This design comes from an exercise in tuning for small area on the open sky130 flow, not from production work.
For this run, only the layout was checked, not whether the RTL still works.

**run.sh**
```bash
#!/bin/bash
# synth_recipe.tcl (not shown) runs the flow's synth.tcl, then flattens the netlist and writes it again
# the make line also repeats each setting of config.mk as NAME=value (left out here)
make -C /OpenROAD-flow-scripts/flow DESIGN_CONFIG=/design/flow/config.mk WORK_HOME=/design/flow/orfs CLKGATE_MAP_FILE= SYNTH_SCRIPT=/design/flow/synth_recipe.tcl finish
```
**config.mk**
```make
export PLATFORM = sky130hd
export DESIGN_NAME = FanController
export DESIGN_NICKNAME = FanController
export VERILOG_FILES = /design/flow/design.v
export SDC_FILE = /design/flow/constraint.sdc
export NUM_CORES = 4
export LEC_CHECK = 0
export CAP_MARGIN = 20
export CORE_MARGIN = 2
export CORE_UTILIZATION = 40
export PLACE_DENSITY = 0.6
export SLEW_MARGIN = 20
```
**constraint.sdc**
```tcl
create_clock -name core_clock -period 125.0 [get_ports {clk}]
set_input_delay 25.0000 -clock core_clock [delete_from_list [all_inputs] [get_ports {clk}]]
set_output_delay 25.0000 -clock core_clock [all_outputs]
set_load 0.01 [all_outputs]
```
**design.v**
```verilog
module Abs #(parameter WIDTH = 8) (
    input wire [WIDTH-1:0] in,
    output wire [WIDTH-1:0] out
);
    assign out = in[WIDTH-1] ? -in : in;
endmodule
module BetweenChecker #(parameter WIDTH = 8) (
    input wire signed [WIDTH-1:0] a,
    input wire signed [WIDTH-1:0] b,
    input wire signed [WIDTH-1:0] target,
    output wire result
);
    wire signed [WIDTH-1:0] lower = a > b ? b : a;
    wire signed [WIDTH-1:0] upper = a > b ? a : b;
    assign result = target > lower & target < upper;
endmodule
module Mux8To1 #(parameter WIDTH = 8) (
    input wire [WIDTH-1:0] a,
    input wire [WIDTH-1:0] b,
    input wire [WIDTH-1:0] c,
    input wire [WIDTH-1:0] d,
    input wire [WIDTH-1:0] e,
    input wire [WIDTH-1:0] f,
    input wire [WIDTH-1:0] g,
    input wire [WIDTH-1:0] h,
    input wire [2:0] select,
    output reg [WIDTH-1:0] out
);
    always @(*) begin
        case(select)
            3'b000: out = a;
            3'b001: out = b;
            3'b010: out = c;
            3'b011: out = d;
            3'b100: out = e;
            3'b101: out = f;
            3'b110: out = g;
            3'b111: out = h;
        endcase
    end
endmodule
module CounterWithMod #(parameter WIDTH = 8, parameter MOD = 100) (
    input wire clk,
    input wire clear,
    input wire enable,
    input wire mod_enable,
    output reg [WIDTH-1:0] out
);
    always @(posedge clk or posedge clear) begin
        if (clear)
            out <= 0;
        else if (enable) begin
            if (mod_enable)
                out <= (out + 1) % MOD;
            else
                out <= out + 1;
        end
    end
endmodule
module DFFWithLoad #(parameter WIDTH = 8) (
    input wire clk,
    input wire clear,
    input wire sclear,
    input wire load,
    input wire [WIDTH-1:0] in,
    output reg [WIDTH-1:0] out
);
    always @(posedge clk or posedge clear) begin
        if (clear)
            out <= 0;
        else if (sclear)
            out <= 0;
        else if (load)
            out <= in;
    end
endmodule
module SensorSumHolder #(parameter WIDTH = 16) (
    input wire clk,
    input wire reset,
    input wire sclear,  
    input wire enable,  
    input wire sub_sum_not,  
    input wire signed [WIDTH-1:0] in,
    output reg signed [WIDTH-1:0] out
);
    always @(posedge clk or posedge reset) begin
        if (reset)
            out <= 0;
        else if (sclear)
            out <= 0;
        else if (enable) begin
            if (sub_sum_not) begin
                out <= out - in;
            end else begin
                out <= out + in;
            end
        end
    end
endmodule
module FanStatusResultFinder (
    input wire clk,
    input wire reset,
    input wire signed [7:0] sensor1_60_average,
    input wire signed [7:0] sensor2_60_average,
    input wire signed [7:0] set_point,
    output reg [1:0] result
);
    wire [7:0] abs_diff;
    Abs #(8) abs(sensor2_60_average - sensor1_60_average, abs_diff);
    wire set_point_between_averages;
    BetweenChecker #(8) between_checker(sensor1_60_average, sensor2_60_average, set_point, set_point_between_averages);
    reg [1:0] result_held;
    always @(posedge clk or posedge reset) begin
        if (reset)
            result_held <= 0;
        else
            result_held <= result;
    end
    always @(*) begin
        result = result_held;
        if (sensor2_60_average < set_point)
            result = 0;
        else if (sensor2_60_average > set_point & sensor1_60_average > set_point)
            result = 1;
        else if (set_point_between_averages) begin
            if (abs_diff <= 3)
                result = 2;
            else
                result = 3;
        end
    end
endmodule
module Memory (
    input wire clk,
    input wire reset,           
    input wire clear,           
    input wire [7:0] addr,  
    input wire write_enable,
    input wire [7:0] write_data,
    output reg [7:0] read_data
);
    reg [1599:0] mem;  
    genvar i;
    generate
        for (i = 0; i < 200; i = i + 1) begin : word
            always @(posedge clk or posedge reset) begin
                if (reset)
                    mem[8*i +: 8] <= 0;
                else if (clear)
                    mem[8*i +: 8] <= 0;
                else if (write_enable && addr == i)
                    mem[8*i +: 8] <= write_data;
            end
        end
    endgenerate
    always @(posedge clk) begin
        if (!clear && !write_enable)
            read_data <= (addr < 200) ? mem[8*addr +: 8] : 8'd0;
    end
endmodule
module Datapath #(parameter CLOCK_FREQUENCY = 100) (
    input wire clk,
    input wire reset,
    input wire reset_clock_counter,
    input wire reset_sum_registers,
    output wire new_temp_ready,
    input wire [7:0] sensor1_in,
    input wire [7:0] sensor2_in,
    input wire sensor1_last_load,
    input wire sensor2_last_load,
    input wire [2:0] sensor1_average_enable,
    input wire [2:0] sensor2_average_enable,
    input wire [2:0] sensor1_average_mode,
    input wire [2:0] sensor2_average_mode,
    input wire [2:0] average_select,
    output wire signed [7:0] average_output,
    input wire memory_address_count_up,
    input wire memory_select,
    input wire [1:0] memory_old_select,  
    output wire [7:0] memory_address,
    input wire signed [7:0] set_point,
    output wire [1:0] fan_status_result
);
    wire [15:0] sensor1_in_sign_extend = {{8{sensor1_in[7]}}, sensor1_in[7:0]};
    wire [15:0] sensor2_in_sign_extend = {{8{sensor2_in[7]}}, sensor2_in[7:0]};
    wire signed [7:0] sensor1_last_out, sensor2_last_out;
    DFFWithLoad #(.WIDTH(8)) sensor1_last(clk, reset, reset_sum_registers, sensor1_last_load, sensor1_in, sensor1_last_out);
    DFFWithLoad #(.WIDTH(8)) sensor2_last(clk, reset, reset_sum_registers, sensor2_last_load, sensor2_in, sensor2_last_out);
    wire signed [15:0] sensor1_20_out, sensor2_20_out, sensor1_40_out, sensor2_40_out, sensor1_60_out, sensor2_60_out;
    SensorSumHolder #(.WIDTH(16)) sensor1_20(.clk(clk), .reset(reset), .sclear(reset_sum_registers), .enable(sensor1_average_enable[0]), .sub_sum_not(sensor1_average_mode[0]), .in(sensor1_in_sign_extend), .out(sensor1_20_out));
    SensorSumHolder #(.WIDTH(16)) sensor2_20(.clk(clk), .reset(reset), .sclear(reset_sum_registers), .enable(sensor2_average_enable[0]), .sub_sum_not(sensor2_average_mode[0]), .in(sensor2_in_sign_extend), .out(sensor2_20_out));
    SensorSumHolder #(.WIDTH(16)) sensor1_40(.clk(clk), .reset(reset), .sclear(reset_sum_registers), .enable(sensor1_average_enable[1]), .sub_sum_not(sensor1_average_mode[1]), .in(sensor1_in_sign_extend), .out(sensor1_40_out));
    SensorSumHolder #(.WIDTH(16)) sensor2_40(.clk(clk), .reset(reset), .sclear(reset_sum_registers), .enable(sensor2_average_enable[1]), .sub_sum_not(sensor2_average_mode[1]), .in(sensor2_in_sign_extend), .out(sensor2_40_out));
    SensorSumHolder #(.WIDTH(16)) sensor1_60(.clk(clk), .reset(reset), .sclear(reset_sum_registers), .enable(sensor1_average_enable[2]), .sub_sum_not(sensor1_average_mode[2]), .in(sensor1_in_sign_extend), .out(sensor1_60_out));
    SensorSumHolder #(.WIDTH(16)) sensor2_60(.clk(clk), .reset(reset), .sclear(reset_sum_registers), .enable(sensor2_average_enable[2]), .sub_sum_not(sensor2_average_mode[2]), .in(sensor2_in_sign_extend), .out(sensor2_60_out));
    wire signed [7:0] sensor1_20_average = sensor1_20_out / 20;
    wire signed [7:0] sensor2_20_average = sensor2_20_out / 20;
    wire signed [7:0] sensor1_40_average = sensor1_40_out / 40;
    wire signed [7:0] sensor2_40_average = sensor2_40_out / 40;
    wire signed [7:0] sensor1_60_average = sensor1_60_out / 60;
    wire signed [7:0] sensor2_60_average = sensor2_60_out / 60;
    Mux8To1 average_result_mux(
        .a(sensor1_last_out),
        .b(sensor2_last_out),
        .c(sensor1_20_average),
        .d(sensor2_20_average),
        .e(sensor1_40_average),
        .f(sensor2_40_average),
        .g(sensor1_60_average),
        .h(sensor2_60_average),
        .select(average_select),
        .out(average_output)
    );
    wire [31:0] clock_counter;
    CounterWithMod #(.WIDTH(32), .MOD(CLOCK_FREQUENCY)) clock_counter_part(.clk(clk), .clear(reset), .enable(1'b1), .mod_enable(reset_clock_counter), .out(clock_counter));
    assign new_temp_ready = clock_counter >= CLOCK_FREQUENCY;
    wire [7:0] mem_address;
    CounterWithMod #(.WIDTH(8), .MOD(100)) mem_address_counter(.clk(clk), .clear(reset), .enable(memory_address_count_up), .mod_enable(1'b1), .out(mem_address));
    wire [31:0] offset_memory_address = (mem_address + memory_old_select * 80) % 100;
    assign memory_address = memory_select ? offset_memory_address + 100 : offset_memory_address;
    FanStatusResultFinder fan_result_finder(.clk(clk), .reset(reset), .sensor1_60_average(sensor1_60_average), .sensor2_60_average(sensor2_60_average), .set_point(set_point), .result(fan_status_result));
endmodule
module ControlUnit(
    input wire clk,
    input wire reset,
    input wire [3:0] microupcode,
    input wire signed [7:0] sensor1_temp,
    input wire signed [7:0] sensor2_temp,
    output reg [1:0] fan_status,
    output reg cooler_status,
    output reg reset_clock_counter,
    output reg reset_sum_registers,
    input wire new_temp_ready,
    output reg [7:0] sensor1_in,
    output reg [7:0] sensor2_in,
    output reg sensor1_last_load,
    output reg sensor2_last_load,
    output reg [2:0] sensor1_average_enable,
    output reg [2:0] sensor2_average_enable,
    output reg [2:0] sensor1_average_mode,
    output reg [2:0] sensor2_average_mode,
    output reg [2:0] average_select,
    output reg datapath_memory_address_count_up,
    output reg datapath_memory_select,
    output reg [1:0] memory_old_select,
    input wire [1:0] fan_status_result,
    output reg ram_write_enable,
    output reg [7:0] ram_output,
    input wire [7:0] ram_inout,
    output reg ram_reset
);
    localparam [3:0] STATE_START = 0, STATE_STORE_SENSOR1 = 1, STATE_STORE_SENSOR2 = 2,
        STATE_UPDATE_SENSOR1_REG20 = 3, STATE_UPDATE_SENSOR2_REG20 = 4,
        STATE_UPDATE_SENSOR1_REG40 = 5, STATE_UPDATE_SENSOR2_REG40 = 6,
        STATE_UPDATE_SENSOR1_REG60 = 7, STATE_UPDATE_SENSOR2_REG60 = 8,
        STATE_CHECK_UPCODE = 9, STATE_UPDATE_COOLER = 10, STATE_AFTER_SENSOR_UPDATE = 11;
    reg [3:0] state, next_state;
    reg [2:0] average_select_held;
    reg [1:0] fan_status_held;
    reg cooler_status_held;
    always @(*) begin
        reset_clock_counter = 0;
        reset_sum_registers = 0;
        ram_write_enable = 0;
        ram_reset = 0;
        sensor1_last_load = 0;
        sensor2_last_load = 0;
        sensor1_average_enable = 0;
        sensor2_average_enable = 0;
        datapath_memory_address_count_up = 0;
        next_state = state;
        ram_output = 0;
        sensor1_in = 0;
        sensor2_in = 0;
        sensor1_average_mode = 0;
        sensor2_average_mode = 0;
        datapath_memory_select = 0;
        memory_old_select = 0;
        average_select = average_select_held;
        fan_status = fan_status_held;
        cooler_status = cooler_status_held;
        case(state)
            STATE_START: begin
                if (new_temp_ready) begin
                    next_state = STATE_STORE_SENSOR1;
                    reset_clock_counter = 1;
                end else begin
                    next_state = STATE_CHECK_UPCODE;
                end
            end
            STATE_STORE_SENSOR1: begin
                datapath_memory_select = 0;  
                memory_old_select = 0;  
                ram_output = sensor1_temp;  
                sensor1_in = sensor1_temp;
                ram_write_enable = 1;  
                sensor1_last_load = 1;
                sensor1_average_enable = 3'b111;  
                sensor1_average_mode = 3'b000;  
                next_state = STATE_STORE_SENSOR2;
            end
            STATE_STORE_SENSOR2: begin
                datapath_memory_select = 1;  
                memory_old_select = 0;  
                ram_output = sensor2_temp;  
                sensor2_in = sensor2_temp;
                ram_write_enable = 1;  
                sensor2_last_load = 1;
                sensor2_average_enable = 3'b111;  
                sensor2_average_mode = 3'b000;  
                next_state = STATE_UPDATE_SENSOR1_REG20;
            end
            STATE_UPDATE_SENSOR1_REG20: begin
                datapath_memory_select = 0;  
                memory_old_select = 1;  
                next_state = STATE_UPDATE_SENSOR2_REG20;
            end
            STATE_UPDATE_SENSOR2_REG20: begin
                sensor1_average_enable = 3'b001;  
                sensor1_average_mode = 3'b001;  
                sensor1_in = ram_inout;
                datapath_memory_select = 1;  
                memory_old_select = 1;  
                next_state = STATE_UPDATE_SENSOR1_REG40;
            end
            STATE_UPDATE_SENSOR1_REG40: begin
                sensor2_average_enable = 3'b001;  
                sensor2_average_mode = 3'b001;  
                sensor2_in = ram_inout;
                datapath_memory_select = 0;  
                memory_old_select = 2;  
                next_state = STATE_UPDATE_SENSOR2_REG40;
            end
            STATE_UPDATE_SENSOR2_REG40: begin
                sensor1_average_enable = 3'b010;
                sensor1_average_mode = 3'b010;  
                sensor1_in = ram_inout;
                datapath_memory_select = 1;  
                memory_old_select = 2;  
                next_state = STATE_UPDATE_SENSOR1_REG60;
            end
            STATE_UPDATE_SENSOR1_REG60: begin
                sensor2_average_enable = 3'b010;
                sensor2_average_mode = 3'b010;  
                sensor2_in = ram_inout;
                datapath_memory_select = 0;  
                memory_old_select = 3;  
                next_state = STATE_UPDATE_SENSOR2_REG60;
            end
            STATE_UPDATE_SENSOR2_REG60: begin
                sensor1_average_enable = 3'b100;
                sensor1_average_mode = 3'b100;  
                sensor1_in = ram_inout;
                datapath_memory_select = 1;  
                memory_old_select = 3;  
                next_state = STATE_AFTER_SENSOR_UPDATE;
            end
            STATE_AFTER_SENSOR_UPDATE: begin
                sensor2_average_enable = 3'b100;
                sensor2_average_mode = 3'b100;  
                sensor2_in = ram_inout;
                datapath_memory_address_count_up = 1;  
                next_state = STATE_CHECK_UPCODE;
            end
            STATE_CHECK_UPCODE: begin
                case (microupcode)
                4'b0000: begin
                    reset_sum_registers = 1;
                    ram_reset = 1;
                end
                4'b1000: average_select = 0;
                4'b1100: average_select = 1;
                4'b1001: average_select = 2;
                4'b1010: average_select = 4;
                4'b1011: average_select = 6;
                4'b1101: average_select = 3;
                4'b1110: average_select = 5;
                4'b1111: average_select = 7;
                endcase
                next_state = microupcode == 0 ? STATE_START : STATE_UPDATE_COOLER;
            end
            STATE_UPDATE_COOLER: begin
                case (fan_status_result)
                2'b00: begin
                    fan_status = 0;
                    cooler_status = 0;
                end
                2'b01: begin
                    fan_status = 2;
                    cooler_status = 1;
                end
                2'b10: begin
                    fan_status = 1;
                    cooler_status = 0;
                end
                2'b11: begin
                    fan_status = 2;
                    cooler_status = 0;
                end
                endcase
                next_state = STATE_START;
            end
        endcase
    end
    always @(posedge clk or posedge reset) begin
        if (reset) begin
            state <= STATE_START;
            average_select_held <= 0;
            fan_status_held <= 0;
            cooler_status_held <= 0;
        end else begin
            state <= next_state;
            average_select_held <= average_select;
            fan_status_held <= fan_status;
            cooler_status_held <= cooler_status;
        end
    end
endmodule
module FanController #(parameter CLOCK_FREQUENCY = 100) (
    input wire clk,
    input wire reset,
    input wire [3:0] microupcode,
    input wire signed [7:0] set_point,
    input wire signed [7:0] sensor1_temp,
    input wire signed [7:0] sensor2_temp,
    output wire [1:0] fan_status,
    output wire cooler_status,
    output wire [7:0] user_output
);
    wire [7:0] mem_address, mem_write_data, mem_read_data;
    wire mem_wire_enable, mem_reset;
    Memory ram (.clk(clk), .reset(reset), .clear(mem_reset), .addr(mem_address), .write_enable(mem_wire_enable), .write_data(mem_write_data), .read_data(mem_read_data));
    wire reset_clock_counter, reset_sum_registers, new_temp_ready, sensor1_last_load, sensor2_last_load, memory_address_count_up, memory_select;
    wire [7:0] sensor1_in, sensor2_in;
    wire [2:0] sensor1_average_enable, sensor2_average_enable, sensor1_average_mode, sensor2_average_mode, average_select;
    wire [1:0] fan_status_result, memory_old_select;
    Datapath #(CLOCK_FREQUENCY) datapath(
        .clk(clk),
        .reset(reset),
        .reset_clock_counter(reset_clock_counter),
        .reset_sum_registers(reset_sum_registers),
        .new_temp_ready(new_temp_ready),
        .sensor1_in(sensor1_in),
        .sensor2_in(sensor2_in),
        .sensor1_last_load(sensor1_last_load),
        .sensor2_last_load(sensor2_last_load),
        .sensor1_average_enable(sensor1_average_enable),
        .sensor2_average_enable(sensor2_average_enable),
        .sensor1_average_mode(sensor1_average_mode),
        .sensor2_average_mode(sensor2_average_mode),
        .average_select(average_select),
        .average_output(user_output),
        .memory_address_count_up(memory_address_count_up),
        .memory_select(memory_select),
        .memory_old_select(memory_old_select),
        .memory_address(mem_address),
        .set_point(set_point),
        .fan_status_result(fan_status_result)
    );
    ControlUnit cu(
        .clk(clk),
        .reset(reset),
        .microupcode(microupcode),
        .sensor1_temp(sensor1_temp),
        .sensor2_temp(sensor2_temp),
        .fan_status(fan_status),
        .cooler_status(cooler_status),
        .reset_clock_counter(reset_clock_counter),
        .reset_sum_registers(reset_sum_registers),
        .new_temp_ready(new_temp_ready),
        .sensor1_in(sensor1_in),
        .sensor2_in(sensor2_in),
        .sensor1_last_load(sensor1_last_load),
        .sensor2_last_load(sensor2_last_load),
        .sensor1_average_enable(sensor1_average_enable),
        .sensor2_average_enable(sensor2_average_enable),
        .sensor1_average_mode(sensor1_average_mode),
        .sensor2_average_mode(sensor2_average_mode),
        .average_select(average_select),
        .datapath_memory_address_count_up(memory_address_count_up),
        .datapath_memory_select(memory_select),
        .memory_old_select(memory_old_select),
        .fan_status_result(fan_status_result),
        .ram_write_enable(mem_wire_enable),
        .ram_output(mem_write_data),
        .ram_inout(mem_read_data),
        .ram_reset(mem_reset)
    );
endmodule
```
==> qor.yml <==
sta:
  min_period_ns: 60.76
  skew_ns: 0.08385
  worst_slew_pin_slew_ns: 1.211
  setup_viol: 0
  hold_viol: 0
  slew_headroom_pct: 19.27
  post-route-period-util_pct: 48.61
  rsz0062_at_grt: "false"
  fmax_mhz: 16.46
  hold_ws_ns: 0.4799
  finalSetupTns_ns: 0
  slew_violations: 0
  layout_setup_ws_ns: 64.24
die:
  die_area_sq_um: 247600
  die_w_um: 497.6
  core-area_sq_um: 242800
  pin_count: 41
  dieHeight_um: 497.6
  row_count: 181
  initial_core_util_pct: 40.14
critical_path:
  slowest_stage: "mux2i_4"
  crit_top_cell: "o21ai_0"
  end_kind: "primary output"
  cp_max_fo: 23
  arrival_ns: 35.76
  slowest_delay_ns: 0.64
  cp-start-kind: "input pin"
  required_ns: 100.00
  path_class: "in2out"
layout:
  finalNetCount: 9787
  area_growth_pct: 9.284
  layout_common_cells: "1808 x nand3_1, 1775 x o21ai_0, 1762 x dfrtp_1"
  layout_commonest_cell: "nand3_1"
  drive_gt1_share_pct: 10.94
  final_cells: 12947
  final_util_pct: 43.87
  postLayoutCellArea_sq_um: 106500
clock_tree:
  clk_pin_slew_ns: 0.06
  cts_made_buffers: 189
  post-cts-setup-buffer-count: 0
  cts_tree: "yes"
  cts_resized: 0
  clkSinkCount: 1772
  clkLatencyLatePin_ns: 0.88
  ctsHoldBuffers: 0
  h-tree-depth: 4
  clockRootBuffer: "clkbuf_16"
  ctsLongestPathBuffers: 3
logic_synthesis:
  synthesis.nets: 10299
  avgSynthCellArea_sq_um: 9.643
  synthCells: 10106
  synth_area_sq_um: 97450
  ys.warnings.count: 8
  async_reset_ff_share_pct: 99.55
  synth.distinct_cells: 154
  yosysSeqAreaShare_pct: 45.54
  synth_enable_flop_cells: 8
  synth_ff_type: "dfrtp_1"
  synth_seq_cells: 1772
placement:
  io_buffer_count: 40
  gp_congestion: 0.8693
  dpl_cell_area_sq_um: 99950
  dp.cells: 12603
  dp_slack_ns: 63.82
  hpwl_um: 175600
detailed_routing:
  ant_nets: 0
  drtIter0Drc: 7373
  routed_wl_um: 286200
  routed_via_density: 6.032
  vias: 78093
  firstDrtPassIters: 6
  remaining_drc_errors: 0
  avgRoutedWirePerCell_um: 22.10
outcome:
  status: "no timing/DRC/antenna violations"
global_route:
  antenna_found_initial: 1
  grt_pass1_wl_um: 451200
  grt_pass1_vias: 75843
  grt_max_degree: 249
  grtUsageTotal_pct: 22.70
  grt_overflow: 0
job:
  cap_violations: 0
worst_hold_path:
  hold_path.class: "reg2reg"
[synthesized netlist by cell type (24+ instances only)]
master       n  area [sq um]
a211oi_1    32         240.2
a21o_1     157          1179
a21oi_1    236          1181
a22o_1      79         691.9
a22oi_1     33         247.7
a311oi_1    53         464.2
a31oi_1     70         437.9
and2_1      31         193.9
and3_1      78         488.0
buf_1      116         435.4
clkbuf_1   712          2673
dfrtp_1   1764         44140
ha_1       155          1939
inv_1       99         371.6
mux2i_1     85         850.8
mux4_2     404          9099
nand2_1    913          3427
nand2b_1    40         250.2
nand3_1   1809          9054
nand4_1     35         219.0
nor2_1     315          1182
nor2b_1     40         250.2
nor3_1      86         430.4
o211ai_1    31         232.7
o21ai_0   1775          8884
o22ai_1     24         150.1
o31ai_1     43         322.8
xnor2_1    188          1647
xor2_1     148          1296
[cell type report]
class	count	area, sq um
Clock buffer	259	5383
Multi-Input combinational cell	7364	49560
Timing Repair Buffer	164	1685
Antenna cell	2	5.005
Fill cell	23186	136300
Sequential cell	1772	44390
Tap cell	3202	4006
Inverter	103	394.1
Clock inverter	81	1075
[kinds of logic (layout without fill, tap and decap cells)]
| group | Yosys count | count (layout) | synth area share, % |
|---|---|---|---|
| other | 0 | 2 | 0 |
| XOR/XNOR | 345 | 345 | 3.200 |
| AO/OA/AOI/OAI | 2821 | 2821 | 17.30 |
| buffers and inverters | 970 | 607 | 3.893 |
| adder cells (fa/ha/maj) | 189 | 189 | 2.427 |
| AND/OR/NAND/NOR | 3498 | 3498 | 17.15 |
| flip-flops | 1772 | 1772 | 45.54 |
| multiplexers | 511 | 511 | 10.49 |
[routing by layer]
layer  track usage, %  vias to the layer above  wire length [um]
met5                0                        -                 0
met4            6.780                        0              8356
met3            3.629                      451             16720
met2            36.22                     2248            133500
met1            31.84                    39300            127600
li1                 -                    36094                 -
[path summary, 6_finish.rpt]
kind                                               startpoint                                  to  slack [ns]  cells after the start
min in group asynchronous                               reset         datapath.sensor1_60.out[11]       24.71                      2
min                                datapath.sensor2_20.out[0]          datapath.sensor2_20.out[0]        0.48                      2
max in group asynchronous                               reset                        ram.mem[494]       96.38                      6
max reg2reg                datapath.clock_counter_part.out[4]  datapath.clock_counter_part.out[3]      103.71                     65
min reg2reg                        datapath.sensor2_20.out[0]          datapath.sensor2_20.out[0]        0.48                      2
max                                            microupcode[3]                      user_output[7]       64.24                     41
[registers in the layout, summed over array words and instances (netlist names)]
register,cells
cu.average_select_held,3
cu.cooler_status_held,1
cu.fan_status_held,2
cu.state,4
datapath.clock_counter_part.out,32
datapath.fan_result_finder.result_held,2
datapath.mem_address_counter.out,8
datapath.sensor1_20.out,16
datapath.sensor1_40.out,16
datapath.sensor1_60.out,16
datapath.sensor1_last.out,8
datapath.sensor2_20.out,16
datapath.sensor2_40.out,16
datapath.sensor2_60.out,16
datapath.sensor2_last.out,8
ram.mem,1600
ram.read_data,8
[critical path: cells and delay by family]
family                   cells  cell delay (ns)
AO/OA/AOI/OAI               18             3.69
XOR/XNOR                     3             1.07
adder cells (fa/ha/maj)      1             0.23
buffers and inverters        5             1.77
multiplexers                 3             1.60
AND/OR/NAND/NOR             11             2.38

## re-timing with driven ports
No port has a modelled driver above. Below, the same layout with a new extraction and two added sets of constraints.
Step 1: set_driving_cell puts a clkbuf_16 on clk and a buf_2 on each other input, an assumption about the parent block.
Step 2, shift: input delay + t, output delay - t, t = (earliest + latest rising clock arrival at the registers) / 2. This alone moves slack from input paths to output paths.
a / b / c = no drivers / after step 1 / after step 2; a / b = the first two.
t (ns): 0.937
slack for setup (ns): 64.236 / 64.204 / 64.204
clock arrival spread, ns: 0.084 / 0.084
After both steps setup and hold are still met in this run. For this run, drivers alone change the setup slack by -0.032 ns; drivers and shift together by -0.032 ns.
